Source: an optimization exercise on an open RTL-to-GDS flow (aim: small area). Production flows keep margins and buffers that such runs may drop. Function was checked by simulation only, so behaviour that the tests miss may differ from the original. The clock port is modelled as an ideal driver, which makes a skipped or thinned clock tree look cheaper than it is; a real chip needs a root buffer or a tree. Power figures rest on the tool's default switching activity, not on a simulated workload.

Design fifo, start of the top module:
module fifo
#(
    parameter int fifo_depth = 4,
    parameter int fifo_width = 32
)
(
    input logic                    clk,
    input logic                    reset,
    input logic                    push,
    input logic                    pop,
    input logic [fifo_width-1:0]   data_in,
    output logic                   fifo_full,
    output logic                   fifo_empty,
    output logic [fifo_width-1:0]  data_out
);
Size: about 250 cells after synthesis, ~130 flip-flops, about 70 I/O pins, roughly 0.0046 sq mm of cells after synthesis.
clock: 5.0 ns
lec_check: 0
cap_margin: 20
core_margin: 2
core_utilization: 40
slew_margin: 20
synth_hierarchical: 1
synth_minimum_keep_size: 0
standard.sh (not shown) runs the stock make flow with config.mk's settings and CLKGATE_MAP_FILE= SYNTH_SCRIPT=/design/flow/synth_recipe.tcl, a recipe that flattens the netlist after the stock synthesis.
==> flow/flow/run.sh <==
#!/bin/bash
# Own layout flow: the standard synthesis and layout, with the smallest
# buffer on the ports and a hand-built clock tree (flow/mcts.tcl) in place
# of TritonCTS.
set -euo pipefail
WORK=$(pwd)

bash standard.sh synth > "$WORK/make_synth.log" 2>&1

export MCTS_LEAVES=${MCTS_LEAVES:-4}
export MCTS_LEAF_CELL=${MCTS_LEAF_CELL:-sky130_fd_sc_hd__clkbuf_16}
export MCTS_ROOT_CELL=${MCTS_ROOT_CELL:-}
bash standard.sh \
  "BUFFER_PORTS_ARGS=-buffer_cell sky130_fd_sc_hd__buf_1" \
  "PRE_CTS_TCL=$WORK/flow/mcts.tcl" \
  finish > "$WORK/make_finish.log" 2>&1
Other scripts of this flow, unchanged in this note and not shown: flow/flow/mcts.tcl
Then changed:
--- a/flow/flow/run.sh
+++ b/flow/flow/run.sh
@@ -3,3 +3,4 @@
 # buffer on the ports and a hand-built clock tree (flow/mcts.tcl) in place
-# of TritonCTS.
+# of TritonCTS, and smaller drive strengths where the loads allow
+# (flow/downsize.tcl).
 set -euo pipefail
@@ -15,2 +16,3 @@
   "PRE_CTS_TCL=$WORK/flow/mcts.tcl" \
+  "POST_CTS_TCL=$WORK/flow/downsize.tcl" \
   finish > "$WORK/make_finish.log" 2>&1
==> flow/flow/downsize.tcl (new file) <==
# Sourced as POST_CTS_TCL: after CTS and its timing repair, downsize
# combinational cells: for each instance, try the smaller cells of
# the same function (smallest first) and keep the first that leaves no
# max-slew, max-capacitance or max-fanout violation and keeps setup and hold
# slack at or above the given floors. Registers are left as they are.
proc ds_violations {} {
  set n 0
  incr n [sta::max_slew_violation_count]
  incr n [sta::max_capacitance_violation_count]
  return $n
}

proc downsize_cells {setup_floor hold_floor} {
  estimate_parasitics -placement
  set saved 0.0
  set changed 0
  foreach inst [get_cells *] {
    set cell [get_property $inst ref_name]
    if {[regexp {tap|fill|decap} $cell]} { continue }
    set lc [get_lib_cells */$cell]
    if {[regexp {__(e?df|sdf|sedf|dl)} $cell]} { continue }
    if {[string match "*clkbuf*" $cell] || [string match "*tap*" $cell] || [string match "*fill*" $cell]} { continue }
    # the same function in other drive strengths: same name but the suffix
    set fam [regsub {_[0-9]+$} $cell ""]
    set equivs [get_lib_cells */${fam}_*]
    set area0 [get_property $lc area]
    set cands {}
    foreach e $equivs {
      set a [get_property $e area]
      if {![regexp "^${fam}_\[0-9\]+\$" [get_name $e]]} { continue }
      if {$a < $area0 && ![regexp {lpflow|probe} [get_name $e]]} { lappend cands [list $e $a] }
    }
    if {$cands eq ""} { continue }
    set cands [lsort -real -index 1 $cands]
    set base_viol [ds_violations]
    foreach c $cands {
      set e [lindex $c 0]
      replace_cell $inst [get_name $e]
      set ok 1
      if {[ds_violations] > $base_viol} { set ok 0 }
      if {$ok && [sta::worst_slack_cmd max] < $setup_floor} { set ok 0 }
      if {$ok && [sta::worst_slack_cmd min] < $hold_floor} { set ok 0 }
      if {$ok} {
        set saved [expr {$saved + $area0 - [lindex $c 1]}]
        incr changed
        puts "downsize: [get_full_name $inst] $cell -> [get_name $e]"
        break
      }
      replace_cell $inst $cell
    }
  }
  puts "downsize: $changed cells, [format %.2f $saved] um2 saved"
}

downsize_cells 0.3e-9 0.05e-9
The changed run completed with no timing, DRC or antenna violations.
Critical path depth is unchanged.
Worst hold slack barely changes.
Clock skew is about the same.
Sequential share of layout area increases by 0.16 points.
Cell area barely changes.
Wire length went up by 0.39%.
Worst setup slack loses 0.024 ns.
First-iteration DRC count is lower by 7.2%.
Power is about the same.
Utilization stays flat.
Flip-flop and latch count does not change.
No run of this note takes its clock network from TritonCTS; it comes from the design's own scripts or RTL.

* * *

Setup of north:
The RTL this note starts from:
==> flow/design.v <==
module fifo
#(
    parameter int fifo_depth = 4,
    parameter int fifo_width = 32
)
(
    input logic                    clk,
    input logic                    reset,
    input logic                    push,
    input logic                    pop,
    input logic [fifo_width-1:0]   data_in,
    output logic                   fifo_full,
    output logic                   fifo_empty,
    output logic [fifo_width-1:0]  data_out
);
    logic [fifo_width-1:0] mem0, mem1, mem2, mem3;
    logic [1:0] nsel;
    logic       nonempty;
    logic [3:0] rsel;
    logic do_push, do_pop, do_push_n;
    logic chg, up;
    fifo_and2  u_rsel0 (.a(nsel[1]),  .b(nsel[0]),  .y(rsel[0]));
    fifo_and2b u_rsel1 (.a_n(nsel[0]), .b(nsel[1]), .y(rsel[1]));
    fifo_and2b u_rsel2 (.a_n(nsel[1]), .b(nsel[0]), .y(rsel[2]));
    fifo_nor2  u_rsel3 (.a(nsel[1]),  .b(nsel[0]),  .y(rsel[3]));
    assign fifo_empty = !nonempty;
    assign fifo_full  = nonempty && rsel[3];
    assign do_push_n = !push || fifo_full;
    fifo_inv u_push (.a(do_push_n), .y(do_push));
    assign do_pop  = pop && nonempty;
    always_ff @(posedge clk) begin
        if (do_push) begin
            mem0 <= data_in;
            mem1 <= mem0;
            mem2 <= mem1;
            mem3 <= mem2;
        end
    end
    assign chg = do_push ^ do_pop;
    assign up  = do_pop;
    always_ff @(posedge clk or posedge reset) begin
        if (reset) begin
            nsel     <= 2'd0;
            nonempty <= 1'b0;
        end else if (chg) begin
            nsel[0]  <= !nsel[0];
            nsel[1]  <= nsel[1] ^ (up ~^ nsel[0]);
            nonempty <= !(up && rsel[0]);
        end
    end
    for (genvar i = 0; i < fifo_width; i++) begin : g_rd
        fifo_rdbit u_rd (
            .sel(rsel),
            .d({mem3[i], mem2[i], mem1[i], mem0[i]}),
            .q(data_out[i])
        );
    end
endmodule
module fifo_rdbit (
    input  logic [3:0] sel,
    input  logic [3:0] d,
    output logic       q
);
    logic n3, n1;
    fifo_aoi3  u_a (.s(sel[2:0]), .d(d[2:0]), .y(n3));
    fifo_nand2 u_b (.a(sel[3]), .b(d[3]), .y(n1));
    fifo_nand2 u_c (.a(n3), .b(n1), .y(q));
endmodule
module fifo_aoi3 (
    input  logic [2:0] s,
    input  logic [2:0] d,
    output logic       y
);
    assign y = ~|(s & d);
endmodule
module fifo_nand2 (
    input  logic a,
    input  logic b,
    output logic y
);
    assign y = ~(a & b);
endmodule
module fifo_and2 (
    input  logic a,
    input  logic b,
    output logic y
);
    assign y = a & b;
endmodule
module fifo_and2b (
    input  logic a_n,
    input  logic b,
    output logic y
);
    assign y = !a_n & b;
endmodule
module fifo_nor2 (
    input  logic a,
    input  logic b,
    output logic y
);
    assign y = !(a | b);
endmodule
module fifo_inv (
    input  logic a,
    output logic y
);
    assign y = !a;
endmodule
==> flow/config.mk <==
export PLATFORM = sky130hd
export DESIGN_NAME = fifo
export DESIGN_NICKNAME = fifo
export VERILOG_FILES = /design/flow/design.v
export SDC_FILE = /design/flow/constraint.sdc
export NUM_CORES = 4
export LEC_CHECK = 0
export CAP_MARGIN = 20
export CORE_MARGIN = 2
export CORE_UTILIZATION = 40
export SLEW_MARGIN = 20
export SYNTH_HIERARCHICAL = 1
export SYNTH_MINIMUM_KEEP_SIZE = 0
==> flow/constraint.sdc <==
create_clock -name core_clock -period 5.0 [get_ports {clk}]
set_input_delay 1.0000 -clock core_clock [delete_from_list [all_inputs] [get_ports {clk}]]
set_output_delay 1.0000 -clock core_clock [all_outputs]
set_load 0.01 [all_outputs]
==> flow/flow/run.sh <==
#!/bin/bash
# Own layout flow: the standard synthesis and layout, with the smallest
# buffer on the ports and a hand-built clock tree (flow/mcts.tcl) in place
# of TritonCTS, and smaller drive strengths where the loads allow
# (flow/downsize.tcl).
set -euo pipefail
WORK=$(pwd)

bash standard.sh synth > "$WORK/make_synth.log" 2>&1

export MCTS_LEAVES=${MCTS_LEAVES:-4}
export MCTS_LEAF_CELL=${MCTS_LEAF_CELL:-sky130_fd_sc_hd__clkbuf_16}
export MCTS_ROOT_CELL=${MCTS_ROOT_CELL:-}
bash standard.sh \
  "BUFFER_PORTS_ARGS=-buffer_cell sky130_fd_sc_hd__buf_1" \
  "PRE_CTS_TCL=$WORK/flow/mcts.tcl" \
  "POST_CTS_TCL=$WORK/flow/downsize.tcl" \
  finish > "$WORK/make_finish.log" 2>&1
==> flow/flow/downsize.tcl <==
# Sourced as POST_CTS_TCL: after CTS and its timing repair, downsize
# combinational cells: for each instance, try the smaller cells of
# the same function (smallest first) and keep the first that leaves no
# max-slew or max-capacitance violation, keeps the worst slew and load at
# least the given headroom below their limits (or no closer than before),
# and keeps setup and hold slack at or above the given floors. Registers
# and clock buffers are left as they are.
proc ds_violations {} {
  set n 0
  incr n [sta::max_slew_violation_count]
  incr n [sta::max_capacitance_violation_count]
  return $n
}

# Worst ratio of slack to limit over the max-slew and max-capacitance checks.
proc ds_headroom {} {
  return [expr {min([sta::max_slew_check_slack_limit], [sta::max_capacitance_check_slack_limit])}]
}

proc downsize_cells {setup_floor hold_floor headroom} {
  estimate_parasitics -placement
  set saved 0.0
  set changed 0
  foreach inst [get_cells *] {
    set cell [get_property $inst ref_name]
    if {[regexp {tap|fill|decap} $cell]} { continue }
    set lc [get_lib_cells */$cell]
    if {[regexp {__(e?df|sdf|sedf|dl)} $cell]} { continue }
    if {[string match "*clkbuf*" $cell]} { continue }
    # the same function in other drive strengths: same name but the suffix
    set fam [regsub {_[0-9]+$} $cell ""]
    set equivs [get_lib_cells */${fam}_*]
    set area0 [get_property $lc area]
    set cands {}
    foreach e $equivs {
      set a [get_property $e area]
      if {![regexp "^${fam}_\[0-9\]+\$" [get_name $e]]} { continue }
      if {$a < $area0 && ![regexp {lpflow|probe} [get_name $e]]} { lappend cands [list $e $a] }
    }
    if {$cands eq ""} { continue }
    set cands [lsort -real -index 1 $cands]
    set base_viol [ds_violations]
    set base_room [expr {min($headroom, [ds_headroom])}]
    foreach c $cands {
      set e [lindex $c 0]
      replace_cell $inst [get_name $e]
      set ok 1
      if {[ds_violations] > $base_viol} { set ok 0 }
      if {$ok && [ds_headroom] < $base_room} { set ok 0 }
      if {$ok && [sta::worst_slack_cmd max] < $setup_floor} { set ok 0 }
      if {$ok && [sta::worst_slack_cmd min] < $hold_floor} { set ok 0 }
      if {$ok} {
        set saved [expr {$saved + $area0 - [lindex $c 1]}]
        incr changed
        puts "downsize: [get_full_name $inst] $cell -> [get_name $e]"
        break
      }
      replace_cell $inst $cell
    }
  }
  puts "downsize: $changed cells, [format %.2f $saved] um2 saved"
}

downsize_cells 0.3e-9 0.05e-9 0.3
Other scripts of this flow, unchanged in this note and not shown: flow/flow/mcts.tcl
Input-level comparison between south and north:
diff --git a/flow/flow/downsize.tcl b/flow/flow/downsize.tcl
--- a/flow/flow/downsize.tcl
+++ b/flow/flow/downsize.tcl
@@ -2,8 +2,6 @@
 # combinational cells: for each instance, try the smaller cells of
 # the same function (smallest first) and keep the first that leaves no
-# max-slew or max-capacitance violation, keeps the worst slew and load at
-# least the given headroom below their limits (or no closer than before),
-# and keeps setup and hold slack at or above the given floors. Registers
-# and clock buffers are left as they are.
+# max-slew, max-capacitance or max-fanout violation and keeps setup and hold
+# slack at or above the given floors. Registers are left as they are.
 proc ds_violations {} {
   set n 0
@@ -13,10 +11,5 @@
 }
 
-# Worst ratio of slack to limit over the max-slew and max-capacitance checks.
-proc ds_headroom {} {
-  return [expr {min([sta::max_slew_check_slack_limit], [sta::max_capacitance_check_slack_limit])}]
-}
-
-proc downsize_cells {setup_floor hold_floor headroom} {
+proc downsize_cells {setup_floor hold_floor} {
   estimate_parasitics -placement
   set saved 0.0
@@ -27,5 +20,5 @@
     set lc [get_lib_cells */$cell]
     if {[regexp {__(e?df|sdf|sedf|dl)} $cell]} { continue }
-    if {[string match "*clkbuf*" $cell]} { continue }
+    if {[string match "*clkbuf*" $cell] || [string match "*tap*" $cell] || [string match "*fill*" $cell]} { continue }
     # the same function in other drive strengths: same name but the suffix
     set fam [regsub {_[0-9]+$} $cell ""]
@@ -41,5 +34,4 @@
     set cands [lsort -real -index 1 $cands]
     set base_viol [ds_violations]
-    set base_room [expr {min($headroom, [ds_headroom])}]
     foreach c $cands {
       set e [lindex $c 0]
@@ -47,5 +39,4 @@
       set ok 1
       if {[ds_violations] > $base_viol} { set ok 0 }
-      if {$ok && [ds_headroom] < $base_room} { set ok 0 }
       if {$ok && [sta::worst_slack_cmd max] < $setup_floor} { set ok 0 }
       if {$ok && [sta::worst_slack_cmd min] < $hold_floor} { set ok 0 }
@@ -62,3 +53,3 @@
 }
 
-downsize_cells 0.3e-9 0.05e-9 0.3
+downsize_cells 0.3e-9 0.05e-9
[summary]
Aggregate global routing overflow: north vs south identical
Comparing part of the total power dissipated in the clock network for south and north, the bigger number came from north.
Between south and north, the total power after layout does not differ in any meaningful way.
From north to south the numbers moved as follows: per-cell via count in the routed design +about 1.1%, arrival time at the worst endpoint held steady.
Via count (lower): north
Comparing south and north, the higher upper clock frequency limit was measured on south.
No run of this note takes its clock network from TritonCTS; it comes from the design's own scripts or RTL.

-- port drivers added, routing unchanged --
The results above use ideal ports. As a check the final layouts listed here were re-extracted and re-timed, cells and wires unchanged. Step 1 (the two cells are an assumption about what drives the block):
set clk [get_ports {clk}]
set_driving_cell -lib_cell sky130_fd_sc_hd__clkbuf_16 $clk
set_driving_cell -lib_cell sky130_fd_sc_hd__buf_2 [delete_from_list [all_inputs] $clk]
Step 2, shift: input delay + t, output delay - t, t = (earliest + latest rising clock arrival at the registers) / 2. This alone moves slack from input paths to output paths. Slacks: no drivers / after step 1 / after step 2; pairs: no drivers / after step 1.
| run | t (ns) | setup WS [ns] | worst hold slack (ns) | clock arrival spread, ns |
|---|---|---|---|---|
| the first run of note 1 | 0.249 | 1.860 / 1.783 / 2.032 | 0.461 / 0.461 / 0.461 | 0.008 / 0.008 |
| the second run of note 1 | 0.251 | 1.836 / 1.758 / 2.008 | 0.461 / 0.461 / 0.461 | 0.009 / 0.009 |
| north | 0.246 | 1.298 / 1.221 / 1.468 | 0.463 / 0.463 / 0.463 | 0.013 / 0.013 |
| south | 0.245 | 1.310 / 1.233 / 1.479 | 0.462 / 0.462 / 0.462 | 0.013 / 0.013 |
After both steps setup and hold are still met in every run listed.
